Source: an optimization exercise on an open RTL-to-GDS flow (aim: small area). Production flows keep margins and buffers that such runs may drop. Only simulation tests tie the RTL to the original design; equivalence was not proved. No driver is modelled on the clock port, so clocking that relies on it looks cheaper here than on a real chip. Power figures rest on the tool's default switching activity, not on a simulated workload.

==> flow/design.v <==
module calendar_clock (
    input         clk,
    input         rst_n,
    input         tick,
    input         adj_min,
    input         adj_hr,
    input         day_add,
    input         month_add,
    input         year_add,
    input         set_min,
    input         set_hr,
    input         bell_en,
    output [7:0]  hour,
    output [7:0]  minute,
    output [7:0]  second,
    output [7:0]  day,
    output [7:0]  month,
    output [15:0] year,
    output        leap,
    output [2:0]  weekday,
    output        pulse_day,
    output [7:0]  alarm_hr,
    output [7:0]  alarm_min,
    output        alarm,
    output        chime
);
    function [3:0] inc10(input [3:0] u);
        inc10 = {u[3] ^ (u[0] & (u[3] | (u[1] & u[2]))),
                 u[2] ^ (u[0] & u[1]),
                 u[1] ^ (u[0] & ~u[3]),
                 ~u[0]};
    endfunction
    function [2:0] inc6(input [2:0] t);
        inc6 = {t[2] ^ (t[0] & (t[1] | t[2])),
                t[1] ^ (t[0] & ~t[2]),
                ~t[0]};
    endfunction
    function is9(input [3:0] u);
        is9 = u[3] & u[0];
    endfunction
    function is5(input [2:0] t);
        is5 = t[2] & t[0];
    endfunction
    reg [2:0] s_t, m_t, am_t;
    reg [3:0] s_u, m_u, am_u;
    reg [1:0] h_t, ah_t, d_t;
    reg [3:0] h_u, ah_u, d_u;
    reg [3:0] mo;                  
    reg [3:0] y3, y2, y1, y0;      
    wire s59   = is5(s_t) & is9(s_u);
    wire m59   = is5(m_t) & is9(m_u);
    wire h23   = h_t[1] & h_u[1] & h_u[0];
    wire ah23  = ah_t[1] & ah_u[1] & ah_u[0];
    assign pulse_day = h23 & m59 & s59;
    wire feb  = ~mo[3] & ~mo[2] & mo[1] & ~mo[0];
    wire l31  = mo[3] ^ mo[0];
    wire l30  = ~l31 & ~feb;
    wire l29  = feb & leap;
    wire l28  = feb & ~leap;
    wire dt3  = d_t[1] & d_t[0];
    wire dt2  = d_t[1] & ~d_t[0];
    wire day_ge = dt3 ? (~l31 | d_u[0]) : (dt2 & (l29 ? is9(d_u) : l28 & d_u[3]));
    wire day_eq = (l31 & dt3 & d_u[0]) | (l30 & dt3 & ~d_u[0]) |
                  (l29 & dt2 & is9(d_u)) | (l28 & dt2 & d_u[3] & ~d_u[0]);
    wire pulse_month = pulse_day & day_eq;
    wire pulse_year  = pulse_month & mo[3] & mo[2];
    wire y9999 = is9(y3) & is9(y2) & is9(y1) & is9(y0);
    wire en_min = tick & (adj_min | s59);
    wire en_hr  = tick & (adj_hr | (m59 & s59));
    wire en_day = tick & (pulse_day | day_add);
    wire en_mon = tick & (pulse_month | month_add);
    wire en_yr  = tick & (pulse_year | year_add);
    always @(posedge clk or negedge rst_n) begin
        if (!rst_n) begin
            s_t <= 3'd0; s_u <= 4'd0;
            m_t <= 3'd0; m_u <= 4'd0;
            h_t <= 2'd0; h_u <= 4'd0;
            am_t <= 3'd0; am_u <= 4'd0;
            ah_t <= 2'd0; ah_u <= 4'd0;
            d_t <= 2'd1; d_u <= 4'd2;
            mo  <= 4'd12;
            y3 <= 4'd2; y2 <= 4'd0; y1 <= 4'd2; y0 <= 4'd3;
        end else begin
            if (tick) begin
                s_u <= inc10(s_u);
                if (is9(s_u)) s_t <= inc6(s_t);
            end
            if (en_min) begin
                m_u <= inc10(m_u);
                if (is9(m_u)) m_t <= inc6(m_t);
            end
            if (en_hr) begin
                if (h23) begin
                    h_t <= 2'd0; h_u <= 4'd0;
                end else begin
                    h_u <= inc10(h_u);
                    if (is9(h_u)) h_t <= h_t + 2'd1;
                end
            end
            if (tick & set_min) begin
                am_u <= inc10(am_u);
                if (is9(am_u)) am_t <= inc6(am_t);
            end
            if (tick & set_hr) begin
                if (ah23) begin
                    ah_t <= 2'd0; ah_u <= 4'd0;
                end else begin
                    ah_u <= inc10(ah_u);
                    if (is9(ah_u)) ah_t <= ah_t + 2'd1;
                end
            end
            if (en_day) begin
                if (day_ge) begin
                    d_t <= 2'd0; d_u <= 4'd1;
                end else begin
                    d_u <= inc10(d_u);
                    if (is9(d_u)) d_t <= d_t + 2'd1;
                end
            end
            if (en_mon)
                mo <= (mo[3] & mo[2]) ? 4'd1 : mo + 4'd1;
            if (en_yr) begin
                y0 <= y9999 ? 4'd1 : inc10(y0);
                if (is9(y0)) y1 <= inc10(y1);
                if (is9(y0) & is9(y1)) y2 <= inc10(y2);
                if (is9(y0) & is9(y1) & is9(y2)) y3 <= inc10(y3);
            end
        end
    end
    assign second    = {1'b0, s_t, s_u};
    assign minute    = {1'b0, m_t, m_u};
    assign hour      = {2'b0, h_t, h_u};
    assign alarm_min = {1'b0, am_t, am_u};
    assign alarm_hr  = {2'b0, ah_t, ah_u};
    assign day       = {2'b0, d_t, d_u};
    wire mo_ten = mo[3] & (mo[2] | mo[1]);
    assign month     = {3'b0, mo_ten, mo[3] & ~mo_ten, mo[2] & ~mo_ten,
                        mo_ten ? mo[2] : mo[1], mo[0]};
    assign year      = {y3, y2, y1, y0};
    wire k4 = ~y0[0] & (y0[1] ~^ y1[0]);      
    wire j4 = ~y2[0] & (y2[1] ~^ y3[0]);      
    wire kz = (y1 == 4'd0) & (y0 == 4'd0);
    assign leap = k4 & (~kz | j4);
    assign alarm = bell_en & (alarm_hr == hour) & (alarm_min == minute);
    assign chime = m59 & is5(s_t) & s_u[0] & (s_u[3] | (s_u[2] & ~s_u[1]));
    reg [2:0] wd;
    assign weekday = wd;
    wire [2:0] dd = ~en_day ? 3'd0 :
                    ~day_ge ? 3'd1 :
                    d_t[0] ? {1'b1, ~d_u[0], d_u[0]} : {2'b00, ~d_u[0]};
    wire y99   = is9(y1) & is9(y0);
    wire k3    = y0[0] & (y0[1] ^ y1[0]);           
    wire j3    = y2[0] & (y2[1] ^ y3[0]);           
    wire leap1 = k3 & (~y99 | j3);
    wire lnew  = en_yr ? (leap1 & ~y9999) : leap;
    wire janfeb = ~mo[3] & ~mo[2] & ~(mo[1] & mo[0]);
    wire dec   = mo[3] & mo[2];
    wire [1:0] dm = ~en_mon ? 2'd0 :
                    feb ? {1'b0, lnew} :
                    dec ? {~lnew, lnew} :
                    l31 ? 2'd3 : 2'd2;
    wire [1:0] dy = ~en_yr ? 2'd0 :
                    y9999 ? 2'd3 :
                    {janfeb ? leap : leap1, ~(janfeb ? leap : leap1)};
    wire [4:0] wsum = wd + dd + dm + dy;
    wire [3:0] wf1  = wsum[4:3] + wsum[2:0];
    wire [2:0] wf2  = wf1[3] + wf1[2:0];
    wire [2:0] wd_next = (wf2 == 3'd7) ? 3'd0 : wf2;
    always @(posedge clk or negedge rst_n)
        if (!rst_n) wd <= 3'd2;         
        else        wd <= wd_next;
endmodule
Settings: LEC_CHECK=0, ABC_AREA=1, CAP_MARGIN=20, CORE_MARGIN=2, CORE_UTILIZATION=40, CTS_BUF_LIST=sky130_fd_sc_hd__clkbuf_2 sky130_fd_sc_hd__clkbuf_4, PLACE_DENSITY=0.6, SLEW_MARGIN=20; clock period 24.0 ns.
standard.sh (not shown) runs the stock make flow with config.mk's settings and CLKGATE_MAP_FILE= SYNTH_SCRIPT=/design/flow/synth_recipe.tcl, a recipe that flattens the netlist after the stock synthesis.
==> flow/flow/run.sh <==
#!/bin/bash
# Own flow: the standard synthesis; then the combinational logic between the
# (unchanged) registers is re-mapped by ABC for area with a few scripts, and
# the smallest result that is proven equal to the standard netlist is kept;
# then the standard layout, with port buffers of the smallest buffer cell
# and, if flow/cts_args.txt exists, those clock tree options.
set -euo pipefail
W=$(pwd)
F=$W/flow
R=$W/orfs/results/$FLOW_PLATFORM/calendar_clock/base
LIB=$FLOW_HOME/platforms/$FLOW_PLATFORM/lib/sky130_fd_sc_hd__tt_025C_1v80.lib
export BUFFER_PORTS_ARGS="-buffer_cell sky130_fd_sc_hd__buf_1"
if [[ -f $F/cts_args.txt ]]; then
  export CTS_ARGS="$(cat $F/cts_args.txt)"
fi

bash standard.sh synth > $W/standard_synth.log 2>&1
cp $R/1_2_yosys.v $W/synth_standard.v

DU=$(sed -n '/DONT_USE_CELLS/,/^$/p' $FLOW_HOME/platforms/$FLOW_PLATFORM/config.mk | grep -o 'sky130_fd_sc_hd__[a-z0-9_]*' | sed 's/^/-dont_use /' | tr '\n' ' ')

remap() {   # remap N: re-map with flow/remapN.abc into synth_remapN.v
  local n=$1
  cat > $W/remap$n.ys <<EOY
read_liberty -ignore_miss_func $LIB
read_verilog $W/synth_standard.v
hierarchy -top $FLOW_TOP
blackbox sky130_fd_sc_hd__df*
flatten
rename -hide w:* i:* o:* %u %d
opt_clean
abc -liberty $LIB -script $F/remap$n.abc $DU
opt_clean -purge
hilomap -hicell sky130_fd_sc_hd__conb_1 HI -locell sky130_fd_sc_hd__conb_1 LO
splitnets
opt_clean -purge
hierarchy -top $FLOW_TOP
tee -o $W/remap${n}_stat.txt stat -liberty $LIB
write_verilog -noattr -nohex -nodec $W/synth_remap$n.v
EOY
  yosys -s $W/remap$n.ys > $W/remap$n.log 2>&1 || true
}

equal() {   # equal FILE: prove FILE equal to the standard netlist
  local n=$1
  cat > $W/remap${n}_eq.ys <<EOY
read_liberty -ignore_miss_func $LIB
read_verilog $W/synth_standard.v
rename $FLOW_TOP gold
read_verilog $W/synth_remap$n.v
rename $FLOW_TOP gate
flatten gold gate
rename -hide gold/w:* gold/i:* gold/o:* %u %d
rename -hide gate/w:* gate/i:* gate/o:* %u %d
opt_clean
async2sync
equiv_make gold gate eq
hierarchy -top eq
equiv_simple -seq 2
equiv_induct -seq 2
equiv_status -assert
EOY
  yosys -s $W/remap${n}_eq.ys > $W/remap${n}_eq.log 2>&1
}

N=$(ls $F/remap*.abc | wc -l)
export -f remap
export W F LIB DU FLOW_TOP
seq 1 $N | xargs -P ${NUM_CORES:-4} -I{} bash -c 'remap {}'
: > $W/remap_choice.txt
for n in $(seq 1 $N); do
  a=$(grep -s 'Chip area' $W/remap${n}_stat.txt | awk '{print $NF}' || true)
  [[ -n "$a" && -f $W/synth_remap$n.v ]] && echo "$a $n" >> $W/remap_choice.txt
done
chosen=""
for n in $(sort -g $W/remap_choice.txt | awk '{print $2}'); do
  if equal $n; then chosen=$n; break; fi
done
if [[ -n "$chosen" ]]; then
  echo "chosen: remap$chosen" >> $W/remap_choice.txt
  cp $W/synth_remap$chosen.v $R/1_2_yosys.v
  touch $R/1_2_yosys.v
else
  echo "none proven equal; keeping the standard netlist" >> $W/remap_choice.txt
fi

bash standard.sh > $W/standard_layout.log 2>&1
==> flow/flow/cts_args.txt <==
-sink_clustering_enable -repair_clock_nets -dont_use_dummy_load -sink_clustering_size 16 -sink_clustering_max_diameter 300 -buf_list {sky130_fd_sc_hd__clkbuf_2 sky130_fd_sc_hd__clkbuf_4}
==> flow/flow/remap1.abc <==
strash
&get -n
&deepsyn -S 1 -T 20
&put
dch -f
amap
mfs3 -a
strash
&get -n
&deepsyn -S 21 -T 20
&put
dch -f
amap
==> flow/flow/remap2.abc <==
strash
&get -n
&deepsyn -S 2 -T 20
&put
dch -f
amap
mfs3 -a
strash
&get -n
&deepsyn -S 22 -T 20
&put
dch -f
amap
==> flow/flow/remap3.abc <==
strash
&get -n
&deepsyn -S 3 -T 20
&put
dch -f
amap
mfs3 -a
strash
&get -n
&deepsyn -S 23 -T 20
&put
dch -f
amap
==> flow/flow/remap4.abc <==
strash
&get -n
&deepsyn -S 4 -T 20
&put
dch -f
amap
mfs3 -a
strash
&get -n
&deepsyn -S 24 -T 20
&put
dch -f
amap
==> flow/flow/remap5.abc <==
strash
&get -n
&deepsyn -S 5 -T 40
&put
dch -f
amap
mfs3 -a
strash
&get -n
&deepsyn -S 25 -T 20
&put
dch -f
amap
==> flow/flow/remap6.abc <==
strash
&get -n
&deepsyn -S 6 -T 40
&put
dch -f
amap
mfs3 -a
strash
&get -n
&deepsyn -S 26 -T 20
&put
dch -f
amap
==> flow/flow/remap7.abc <==
strash
&get -n
&deepsyn -S 7 -T 40
&put
dch -f
amap
mfs3 -a
strash
&get -n
&deepsyn -S 27 -T 20
&put
dch -f
amap
==> flow/flow/remap8.abc <==
strash
&get -n
&deepsyn -S 8 -T 40
&put
dch -f
amap
mfs3 -a
strash
&get -n
&deepsyn -S 28 -T 20
&put
dch -f
amap
Rerun with:
--- a/flow/flow/run.sh
+++ b/flow/flow/run.sh
@@ -12,2 +12,3 @@
 export BUFFER_PORTS_ARGS="-buffer_cell sky130_fd_sc_hd__buf_1"
+export SKIP_REPAIR_TIE_FANOUT=1
 if [[ -f $F/cts_args.txt ]]; then
@@ -33,3 +34,3 @@
 opt_clean -purge
-hilomap -hicell sky130_fd_sc_hd__conb_1 HI -locell sky130_fd_sc_hd__conb_1 LO
+hilomap -singleton -hicell sky130_fd_sc_hd__conb_1 HI -locell sky130_fd_sc_hd__conb_1 LO
 splitnets
==> flow/flow/remap1.abc (replaced) <==
strash
&get -n
&deepsyn -S 0 -T 20
&put
dch -f
amap
mfs3 -a
strash
&get -n
&deepsyn -S 0 -T 20
&put
dch -f
amap
removed: flow/flow/remap2.abc
removed: flow/flow/remap3.abc
removed: flow/flow/remap4.abc
removed: flow/flow/remap5.abc
removed: flow/flow/remap6.abc
removed: flow/flow/remap7.abc
removed: flow/flow/remap8.abc
The new run finished with timing, DRC and antenna clean.
Global-route usage fell by 0.11 points.
Total power goes up by 1.1%.
Die area shrinks by about 2.5%.
Wire length came out lower by 2.8%.
Cell area goes down by about 2.3%.
Rerun with:
--- a/flow/flow/run.sh
+++ b/flow/flow/run.sh
@@ -12,3 +12,2 @@
 export BUFFER_PORTS_ARGS="-buffer_cell sky130_fd_sc_hd__buf_1"
-export SKIP_REPAIR_TIE_FANOUT=1
 if [[ -f $F/cts_args.txt ]]; then
@@ -34,3 +33,3 @@
 opt_clean -purge
-hilomap -singleton -hicell sky130_fd_sc_hd__conb_1 HI -locell sky130_fd_sc_hd__conb_1 LO
+hilomap -hicell sky130_fd_sc_hd__conb_1 HI -locell sky130_fd_sc_hd__conb_1 LO
 splitnets
@@ -67,5 +66,4 @@
 N=$(ls $F/remap*.abc | wc -l)
-export -f remap
-export W F LIB DU FLOW_TOP
-seq 1 $N | xargs -P ${NUM_CORES:-4} -I{} bash -c 'remap {}'
+for n in $(seq 1 $N); do remap $n & done
+wait
 : > $W/remap_choice.txt
==> flow/flow/cts_args.txt (replaced) <==
-sink_clustering_enable -repair_clock_nets -dont_use_dummy_load -sink_clustering_size 32 -sink_clustering_max_diameter 500 -sink_clustering_levels 1 -buf_list {sky130_fd_sc_hd__clkbuf_4}
==> flow/flow/remap1.abc (replaced) <==
strash
&get -n
&deepsyn -T 20
&put
dch -f
amap
strash
&get -n
&deepsyn -T 20
&put
dch -f
amap
==> flow/flow/remap2.abc (new file) <==
strash
&get -n
&deepsyn -T 20
&put
dch -f
amap
mfs3 -a
strash
&get -n
&deepsyn -T 20
&put
dch -f
amap
==> flow/flow/remap3.abc (new file) <==
strash
&get -n
&deepsyn -T 20
&put
dch -f
amap
strash
&get -n
&deepsyn -T 20
&put
dch -f
amap
strash
&get -n
&deepsyn -T 20
&put
dch -f
amap
==> flow/flow/remap4.abc (new file) <==
strash
&get -n
&deepsyn -T 60
&put
dch -f
amap
Outcome: The new run finished with timing, DRC and antenna clean. Register-to-register slack barely changes. Core utilization is higher by 0.49 points. Critical path depth is unchanged. Cell count is higher by 3.7%. Total power is lower by 2.1%.
Rerun with:
--- a/flow/flow/run.sh
+++ b/flow/flow/run.sh
@@ -12,2 +12,4 @@
 export BUFFER_PORTS_ARGS="-buffer_cell sky130_fd_sc_hd__buf_1"
+[[ -f $F/pre_cts.tcl ]] && export PRE_CTS_TCL=$F/pre_cts.tcl
+[[ -f $F/post_cts.tcl ]] && export POST_CTS_TCL=$F/post_cts.tcl
 if [[ -f $F/cts_args.txt ]]; then
@@ -66,4 +68,5 @@
 N=$(ls $F/remap*.abc | wc -l)
-for n in $(seq 1 $N); do remap $n & done
-wait
+export -f remap
+export W F LIB DU FLOW_TOP
+seq 1 $N | xargs -P ${NUM_CORES:-4} -I{} bash -c 'remap {}'
 : > $W/remap_choice.txt
==> flow/flow/cts_args.txt (replaced) <==
-sink_clustering_enable -repair_clock_nets -dont_use_dummy_load -sink_clustering_size 32 -sink_clustering_max_diameter 400 -buf_list {sky130_fd_sc_hd__clkbuf_4 sky130_fd_sc_hd__clkbuf_8}
==> flow/flow/post_cts.tcl (new file) <==
set_max_fanout 100000 [current_design]
==> flow/flow/pre_cts.tcl (new file) <==
set_max_fanout 32 [current_design]
==> flow/flow/remap1.abc (replaced) <==
strash
&get -n
&deepsyn -S 1 -T 20
&put
dch -f
amap
mfs3 -a
strash
&get -n
&deepsyn -S 21 -T 20
&put
dch -f
amap
==> flow/flow/remap2.abc (replaced) <==
strash
&get -n
&deepsyn -S 2 -T 20
&put
dch -f
amap
mfs3 -a
strash
&get -n
&deepsyn -S 22 -T 20
&put
dch -f
amap
==> flow/flow/remap3.abc (replaced) <==
strash
&get -n
&deepsyn -S 3 -T 20
&put
dch -f
amap
mfs3 -a
strash
&get -n
&deepsyn -S 23 -T 20
&put
dch -f
amap
==> flow/flow/remap4.abc (replaced) <==
strash
&get -n
&deepsyn -S 4 -T 20
&put
dch -f
amap
mfs3 -a
strash
&get -n
&deepsyn -S 24 -T 20
&put
dch -f
amap
==> flow/flow/remap5.abc (new file) <==
strash
&get -n
&deepsyn -S 5 -T 40
&put
dch -f
amap
mfs3 -a
strash
&get -n
&deepsyn -S 25 -T 20
&put
dch -f
amap
==> flow/flow/remap6.abc (new file) <==
strash
&get -n
&deepsyn -S 6 -T 40
&put
dch -f
amap
mfs3 -a
strash
&get -n
&deepsyn -S 26 -T 20
&put
dch -f
amap
==> flow/flow/remap7.abc (new file) <==
strash
&get -n
&deepsyn -S 7 -T 40
&put
dch -f
amap
mfs3 -a
strash
&get -n
&deepsyn -S 27 -T 20
&put
dch -f
amap
==> flow/flow/remap8.abc (new file) <==
strash
&get -n
&deepsyn -S 8 -T 40
&put
dch -f
amap
mfs3 -a
strash
&get -n
&deepsyn -S 28 -T 20
&put
dch -f
amap
Outcome: The new run ran to the end with no violations; die area is about the same; total power rises by 5.3%; register-to-register slack gets worse by 0.71 ns; setup slack hardly moves; sequential share of layout area falls by 0.75 points; clock skew falls by 0.0086 ns; via count rises by 3.2%; final area rises by 1.8%.

-- port drivers added, routing unchanged --
In the flow no input, the clock included, has a driving cell. The finished layouts below were timed again as built, in two steps.
Step 1, drivers: a clkbuf_16 drives clk and a buf_2 each remaining input, both assumed.
Step 2, shift: input delay + t, output delay - t, t = (earliest + latest rising clock arrival at the registers) / 2. This alone moves slack from input paths to output paths.
Slacks: ideal / step 1 / step 2; pairs: ideal / step 1.
run | t, ns | setup WS [ns] | hold WS [ns] | worst setup path at the end | clock arrival spread, ns
the first run | 0.415 | 13.389 / 13.367 / 13.367 | 0.522 / 0.522 / 0.522 | input to output | 0.021 / 0.022
the second run | 0.399 | 13.402 / 13.377 / 13.377 | 0.497 / 0.497 / 0.497 | input to output | 0.031 / 0.031
the third run | 0.400 | 13.391 / 13.367 / 13.367 | 0.520 / 0.520 / 0.520 | input to output | 0.022 / 0.023
the fourth run | 0.360 | 13.390 / 13.367 / 13.367 | 0.519 / 0.519 / 0.519 | input to output | 0.014 / 0.014
After both steps setup and hold are still met in every run listed. For the second run, which loses most, drivers alone change the setup slack by -0.025 ns; drivers and shift together by -0.025 ns.
